Source: an optimization exercise on an open RTL-to-GDS flow (aim: small area and a short achievable clock period). Production flows keep margins and buffers that such runs may drop.

==> inputs of lagoon <==
// sigma_delta_ADC
module sigma_delta_ADC(
    input clk,
    input reset,
    input [23:0] analog_in,
    output [32:0] digital_out
);
wire [12*9-1:0] lo_all;   
wire [12*9-1:0] hi_all;
wire f;
reg [11:0] in_hi;         
reg        dout;
assign lo_all[11:0] = analog_in[11:0];
assign hi_all[11:0] = in_hi;
genvar k;
generate for (k = 1; k <= 8; k = k + 1) begin : integ
    reg [11:0] lo;    
    reg [11:0] hi;    
    reg        cy;    
    always @(posedge clk or posedge reset) begin
        if (reset) begin
            lo <= 12'd0;
            hi <= 12'd0;
            cy <= 1'b0;
        end else begin
            {cy, lo} <= {1'b0, lo} + {1'b0, lo_all[12*(k-1) +: 12]} + {12'd0, f};
            hi <= hi + hi_all[12*(k-1) +: 12] + {11'd0, cy};
        end
    end
    assign lo_all[12*k +: 12] = lo;
    assign hi_all[12*k +: 12] = hi;
end endgenerate
assign f = hi_all[12*8 + 11];    
always @(posedge clk or posedge reset) begin
    if (reset) begin
        in_hi <= 12'd0;
        dout <= 1'b0;
    end else begin
        in_hi <= analog_in[23:12];
        dout <= f;
    end
end
assign digital_out = {1'b0, {24{dout}}, 8'b0};
endmodule
==> module sigma_delta_ADC, before the edit <==
module sigma_delta_ADC(
    input clk,
    input reset,
    input [23:0] analog_in,
    output [32:0] digital_out
);
wire [12*9-1:0] lo_all;   
wire [12*9-1:0] hi_all;
wire f;
reg [11:0] in_hi;         
reg        dout;
assign lo_all[11:0] = analog_in[11:0];
assign hi_all[11:0] = in_hi;
genvar k;
generate for (k = 1; k <= 8; k = k + 1) begin : integ
    reg [11:0] lo;    
    reg [11:0] hi;    
    reg        cy;    
    always @(posedge clk or posedge reset) begin
        if (reset) begin
            lo <= 12'd0;
            hi <= 12'd0;
            cy <= 1'b0;
        end else begin
            {cy, lo} <= {1'b0, lo} + {1'b0, lo_all[12*(k-1) +: 12]} + {12'd0, f};
            hi <= hi + hi_all[12*(k-1) +: 12] + {11'd0, cy};
        end
    end
    assign lo_all[12*k +: 12] = lo;
    assign hi_all[12*k +: 12] = hi;
end endgenerate
assign f = hi_all[12*8 + 11];    
always @(posedge clk or posedge reset) begin
    if (reset) begin
        in_hi <= 12'd0;
        dout <= 1'b0;
    end else begin
        in_hi <= analog_in[23:12];
        dout <= f;
    end
end
assign digital_out = {1'b0, {24{dout}}, 8'b0};
endmodule
export LEC_CHECK = 0
export ABC_CLOCK_PERIOD_IN_PS = 1500
export CAP_MARGIN = 20
export CORE_MARGIN = 2
export CORE_UTILIZATION = 65
export SETUP_SLACK_MARGIN = 2.4
export SLEW_MARGIN = 20
create_clock -name core_clock -period 4.0 [get_ports {clk}]
run.sh (not shown) runs the stock make flow with config.mk's settings and CLKGATE_MAP_FILE= SYNTH_SCRIPT=/design/flow/synth_recipe.tcl, a recipe that flattens the netlist after the stock synthesis.
==> violet: changes against lagoon <==
--- a/flow/design.v
+++ b/flow/design.v
@@ -17,4 +17,8 @@
     reg [11:0] hi;    
     reg        cy;    
+    wire [11:0] lo_n, hi_n;
+    wire cy_n;
+    add_lo u_lo(.a(lo), .b(lo_all[12*(k-1) +: 12]), .ci(f), .s(lo_n), .co(cy_n));
+    add_hi u_hi(.a(hi), .b(hi_all[12*(k-1) +: 12]), .ci(cy), .s(hi_n));
     always @(posedge clk or posedge reset) begin
         if (reset) begin
@@ -23,6 +27,7 @@
             cy <= 1'b0;
         end else begin
-            {cy, lo} <= {1'b0, lo} + {1'b0, lo_all[12*(k-1) +: 12]} + {12'd0, f};
-            hi <= hi + hi_all[12*(k-1) +: 12] + {11'd0, cy};
+            lo <= lo_n;
+            cy <= cy_n;
+            hi <= hi_n;
         end
     end
@@ -42,2 +47,223 @@
 assign digital_out = {1'b0, {24{dout}}, 8'b0};
 endmodule
+module add_lo(input [11:0] a, input [11:0] b, input ci, output [11:0] s, output co);
+wire [11:0] p = a ^ b;
+wire [11:0] g0 = a & b;
+wire [11:0] gl0, pl0;
+assign gl0[0] = g0[0] | (p[0] & ci);
+assign pl0[0] = 1'b0;
+assign gl0[11:1] = g0[11:1];
+assign pl0[11:1] = p[11:1];
+wire [11:0] gl1, pl1;
+assign gl1[0] = gl0[0];
+assign pl1[0] = pl0[0];
+assign gl1[1] = gl0[1] | (pl0[1] & gl0[0]);
+assign pl1[1] = pl0[1] & pl0[0];
+assign gl1[2] = gl0[2];
+assign pl1[2] = pl0[2];
+assign gl1[3] = gl0[3] | (pl0[3] & gl0[2]);
+assign pl1[3] = pl0[3] & pl0[2];
+assign gl1[4] = gl0[4];
+assign pl1[4] = pl0[4];
+assign gl1[5] = gl0[5] | (pl0[5] & gl0[4]);
+assign pl1[5] = pl0[5] & pl0[4];
+assign gl1[6] = gl0[6];
+assign pl1[6] = pl0[6];
+assign gl1[7] = gl0[7] | (pl0[7] & gl0[6]);
+assign pl1[7] = pl0[7] & pl0[6];
+assign gl1[8] = gl0[8];
+assign pl1[8] = pl0[8];
+assign gl1[9] = gl0[9] | (pl0[9] & gl0[8]);
+assign pl1[9] = pl0[9] & pl0[8];
+assign gl1[10] = gl0[10];
+assign pl1[10] = pl0[10];
+assign gl1[11] = gl0[11] | (pl0[11] & gl0[10]);
+assign pl1[11] = pl0[11] & pl0[10];
+wire [11:0] gl2, pl2;
+assign gl2[0] = gl1[0];
+assign pl2[0] = pl1[0];
+assign gl2[1] = gl1[1];
+assign pl2[1] = pl1[1];
+assign gl2[2] = gl1[2] | (pl1[2] & gl1[1]);
+assign pl2[2] = pl1[2] & pl1[1];
+assign gl2[3] = gl1[3] | (pl1[3] & gl1[1]);
+assign pl2[3] = pl1[3] & pl1[1];
+assign gl2[4] = gl1[4];
+assign pl2[4] = pl1[4];
+assign gl2[5] = gl1[5];
+assign pl2[5] = pl1[5];
+assign gl2[6] = gl1[6] | (pl1[6] & gl1[5]);
+assign pl2[6] = pl1[6] & pl1[5];
+assign gl2[7] = gl1[7] | (pl1[7] & gl1[5]);
+assign pl2[7] = pl1[7] & pl1[5];
+assign gl2[8] = gl1[8];
+assign pl2[8] = pl1[8];
+assign gl2[9] = gl1[9];
+assign pl2[9] = pl1[9];
+assign gl2[10] = gl1[10] | (pl1[10] & gl1[9]);
+assign pl2[10] = pl1[10] & pl1[9];
+assign gl2[11] = gl1[11] | (pl1[11] & gl1[9]);
+assign pl2[11] = pl1[11] & pl1[9];
+wire [11:0] gl3, pl3;
+assign gl3[0] = gl2[0];
+assign pl3[0] = pl2[0];
+assign gl3[1] = gl2[1];
+assign pl3[1] = pl2[1];
+assign gl3[2] = gl2[2];
+assign pl3[2] = pl2[2];
+assign gl3[3] = gl2[3];
+assign pl3[3] = pl2[3];
+assign gl3[4] = gl2[4] | (pl2[4] & gl2[3]);
+assign pl3[4] = pl2[4] & pl2[3];
+assign gl3[5] = gl2[5] | (pl2[5] & gl2[3]);
+assign pl3[5] = pl2[5] & pl2[3];
+assign gl3[6] = gl2[6] | (pl2[6] & gl2[3]);
+assign pl3[6] = pl2[6] & pl2[3];
+assign gl3[7] = gl2[7] | (pl2[7] & gl2[3]);
+assign pl3[7] = pl2[7] & pl2[3];
+assign gl3[8] = gl2[8];
+assign pl3[8] = pl2[8];
+assign gl3[9] = gl2[9];
+assign pl3[9] = pl2[9];
+assign gl3[10] = gl2[10];
+assign pl3[10] = pl2[10];
+assign gl3[11] = gl2[11];
+assign pl3[11] = pl2[11];
+wire [11:0] gl4, pl4;
+assign gl4[0] = gl3[0];
+assign pl4[0] = pl3[0];
+assign gl4[1] = gl3[1];
+assign pl4[1] = pl3[1];
+assign gl4[2] = gl3[2];
+assign pl4[2] = pl3[2];
+assign gl4[3] = gl3[3];
+assign pl4[3] = pl3[3];
+assign gl4[4] = gl3[4];
+assign pl4[4] = pl3[4];
+assign gl4[5] = gl3[5];
+assign pl4[5] = pl3[5];
+assign gl4[6] = gl3[6];
+assign pl4[6] = pl3[6];
+assign gl4[7] = gl3[7];
+assign pl4[7] = pl3[7];
+assign gl4[8] = gl3[8] | (pl3[8] & gl3[7]);
+assign pl4[8] = pl3[8] & pl3[7];
+assign gl4[9] = gl3[9] | (pl3[9] & gl3[7]);
+assign pl4[9] = pl3[9] & pl3[7];
+assign gl4[10] = gl3[10] | (pl3[10] & gl3[7]);
+assign pl4[10] = pl3[10] & pl3[7];
+assign gl4[11] = gl3[11] | (pl3[11] & gl3[7]);
+assign pl4[11] = pl3[11] & pl3[7];
+assign s = p ^ {gl4[10:0], ci};
+assign co = gl4[11];
+endmodule
+module add_hi(input [11:0] a, input [11:0] b, input ci, output [11:0] s);
+wire [11:0] p = a ^ b;
+wire [11:0] g0 = a & b;
+wire [11:0] gl0, pl0;
+assign gl0[0] = g0[0] | (p[0] & ci);
+assign pl0[0] = 1'b0;
+assign gl0[11:1] = g0[11:1];
+assign pl0[11:1] = p[11:1];
+wire [11:0] gl1, pl1;
+assign gl1[0] = gl0[0];
+assign pl1[0] = pl0[0];
+assign gl1[1] = gl0[1] | (pl0[1] & gl0[0]);
+assign pl1[1] = pl0[1] & pl0[0];
+assign gl1[2] = gl0[2];
+assign pl1[2] = pl0[2];
+assign gl1[3] = gl0[3] | (pl0[3] & gl0[2]);
+assign pl1[3] = pl0[3] & pl0[2];
+assign gl1[4] = gl0[4];
+assign pl1[4] = pl0[4];
+assign gl1[5] = gl0[5] | (pl0[5] & gl0[4]);
+assign pl1[5] = pl0[5] & pl0[4];
+assign gl1[6] = gl0[6];
+assign pl1[6] = pl0[6];
+assign gl1[7] = gl0[7] | (pl0[7] & gl0[6]);
+assign pl1[7] = pl0[7] & pl0[6];
+assign gl1[8] = gl0[8];
+assign pl1[8] = pl0[8];
+assign gl1[9] = gl0[9] | (pl0[9] & gl0[8]);
+assign pl1[9] = pl0[9] & pl0[8];
+assign gl1[10] = gl0[10];
+assign pl1[10] = pl0[10];
+assign gl1[11] = gl0[11] | (pl0[11] & gl0[10]);
+assign pl1[11] = pl0[11] & pl0[10];
+wire [11:0] gl2, pl2;
+assign gl2[0] = gl1[0];
+assign pl2[0] = pl1[0];
+assign gl2[1] = gl1[1];
+assign pl2[1] = pl1[1];
+assign gl2[2] = gl1[2] | (pl1[2] & gl1[1]);
+assign pl2[2] = pl1[2] & pl1[1];
+assign gl2[3] = gl1[3] | (pl1[3] & gl1[1]);
+assign pl2[3] = pl1[3] & pl1[1];
+assign gl2[4] = gl1[4];
+assign pl2[4] = pl1[4];
+assign gl2[5] = gl1[5];
+assign pl2[5] = pl1[5];
+assign gl2[6] = gl1[6] | (pl1[6] & gl1[5]);
+assign pl2[6] = pl1[6] & pl1[5];
+assign gl2[7] = gl1[7] | (pl1[7] & gl1[5]);
+assign pl2[7] = pl1[7] & pl1[5];
+assign gl2[8] = gl1[8];
+assign pl2[8] = pl1[8];
+assign gl2[9] = gl1[9];
+assign pl2[9] = pl1[9];
+assign gl2[10] = gl1[10] | (pl1[10] & gl1[9]);
+assign pl2[10] = pl1[10] & pl1[9];
+assign gl2[11] = gl1[11] | (pl1[11] & gl1[9]);
+assign pl2[11] = pl1[11] & pl1[9];
+wire [11:0] gl3, pl3;
+assign gl3[0] = gl2[0];
+assign pl3[0] = pl2[0];
+assign gl3[1] = gl2[1];
+assign pl3[1] = pl2[1];
+assign gl3[2] = gl2[2];
+assign pl3[2] = pl2[2];
+assign gl3[3] = gl2[3];
+assign pl3[3] = pl2[3];
+assign gl3[4] = gl2[4] | (pl2[4] & gl2[3]);
+assign pl3[4] = pl2[4] & pl2[3];
+assign gl3[5] = gl2[5] | (pl2[5] & gl2[3]);
+assign pl3[5] = pl2[5] & pl2[3];
+assign gl3[6] = gl2[6] | (pl2[6] & gl2[3]);
+assign pl3[6] = pl2[6] & pl2[3];
+assign gl3[7] = gl2[7] | (pl2[7] & gl2[3]);
+assign pl3[7] = pl2[7] & pl2[3];
+assign gl3[8] = gl2[8];
+assign pl3[8] = pl2[8];
+assign gl3[9] = gl2[9];
+assign pl3[9] = pl2[9];
+assign gl3[10] = gl2[10];
+assign pl3[10] = pl2[10];
+assign gl3[11] = gl2[11];
+assign pl3[11] = pl2[11];
+wire [11:0] gl4, pl4;
+assign gl4[0] = gl3[0];
+assign pl4[0] = pl3[0];
+assign gl4[1] = gl3[1];
+assign pl4[1] = pl3[1];
+assign gl4[2] = gl3[2];
+assign pl4[2] = pl3[2];
+assign gl4[3] = gl3[3];
+assign pl4[3] = pl3[3];
+assign gl4[4] = gl3[4];
+assign pl4[4] = pl3[4];
+assign gl4[5] = gl3[5];
+assign pl4[5] = pl3[5];
+assign gl4[6] = gl3[6];
+assign pl4[6] = pl3[6];
+assign gl4[7] = gl3[7];
+assign pl4[7] = pl3[7];
+assign gl4[8] = gl3[8] | (pl3[8] & gl3[7]);
+assign pl4[8] = pl3[8] & pl3[7];
+assign gl4[9] = gl3[9] | (pl3[9] & gl3[7]);
+assign pl4[9] = pl3[9] & pl3[7];
+assign gl4[10] = gl3[10] | (pl3[10] & gl3[7]);
+assign pl4[10] = pl3[10] & pl3[7];
+assign gl4[11] = gl3[11] | (pl3[11] & gl3[7]);
+assign pl4[11] = pl3[11] & pl3[7];
+assign s = p ^ {gl4[10:0], ci};
+endmodule
Settings changed: ABC_CLOCK_PERIOD_IN_PS 1500 to 1200, CORE_UTILIZATION 65 to 40.
==> summary.txt <==
	violet	lagoon
Status	timing/DRC/antenna clean	timing/DRC/antenna clean
Cell count of the worst reg-to-reg path	13	9
Multi-input comb cells	697	971
Data required time of the critical path	4.39 ns	4.45 ns
Endpoint of the worst hold path	dout	integ[1].hi[11]
Register-to-Register Setup Slack	1.44 ns	1.13 ns
Tightest slew margin relative to the limit	44.6%	37.4%
Net count, final	1,496	1,679
Half-perimeter wire length after placement	15,100 um	19,700 um
Worst clock skew on the final layout	0.00700 ns	0.0134 ns
GR Util met1	17.4%	33.5%
Proportion of cell area spent on the clock network	4.94%	4.86%
DP Cell Count	1,511	1,598
Initial drt markers	210	459
Share of post-route cells with drive strength above 1	31.2%	30.1%
Plain + repair buffers	155	159
Data arrival time of the worst path	2.95 ns	3.32 ns
Final Cell Area	0.0162 mm^2	0.0179 mm^2
Cell count along the critical path	13	9
Latest clock arrival within the worst-skew pair	0.52 ns	0.53 ns
Critical path buffers and inverters	8	2
Cts repair resizes	175	234
Routed length per instance	13.1 um	19.3 um
No functional check of the RTL was part of any run of this note.

what the ideal ports hide:
The results above use ideal ports. As a check the final layouts listed here were re-extracted and re-timed, cells and wires unchanged. Step 1, drivers: a clkbuf_16 drives clk and a buf_2 each remaining input, both assumed. Step 2 moves the port delays by t, midway between the first and last clock arrival at a register: inputs arrive t later, outputs are due t later. That takes back most of the time a late clock gives input paths. Three values: ideal ports, drivers, drivers and shift; two values: the first two.
run	shift t [ns]	slack for setup (ns)	latest minus earliest clock arrival (ns)	pins driven straight from the clock port
lagoon	0.569	1.128 / 1.128 / 1.099	0.015 / 0.015	1
violet	0.559	1.442 / 1.442 / 0.929	0.010 / 0.010	1
After both steps setup and hold are still met in every run listed. The setup slack of violet, which loses most, moves by 0.000 ns with the drivers and by -0.513 ns with both steps.
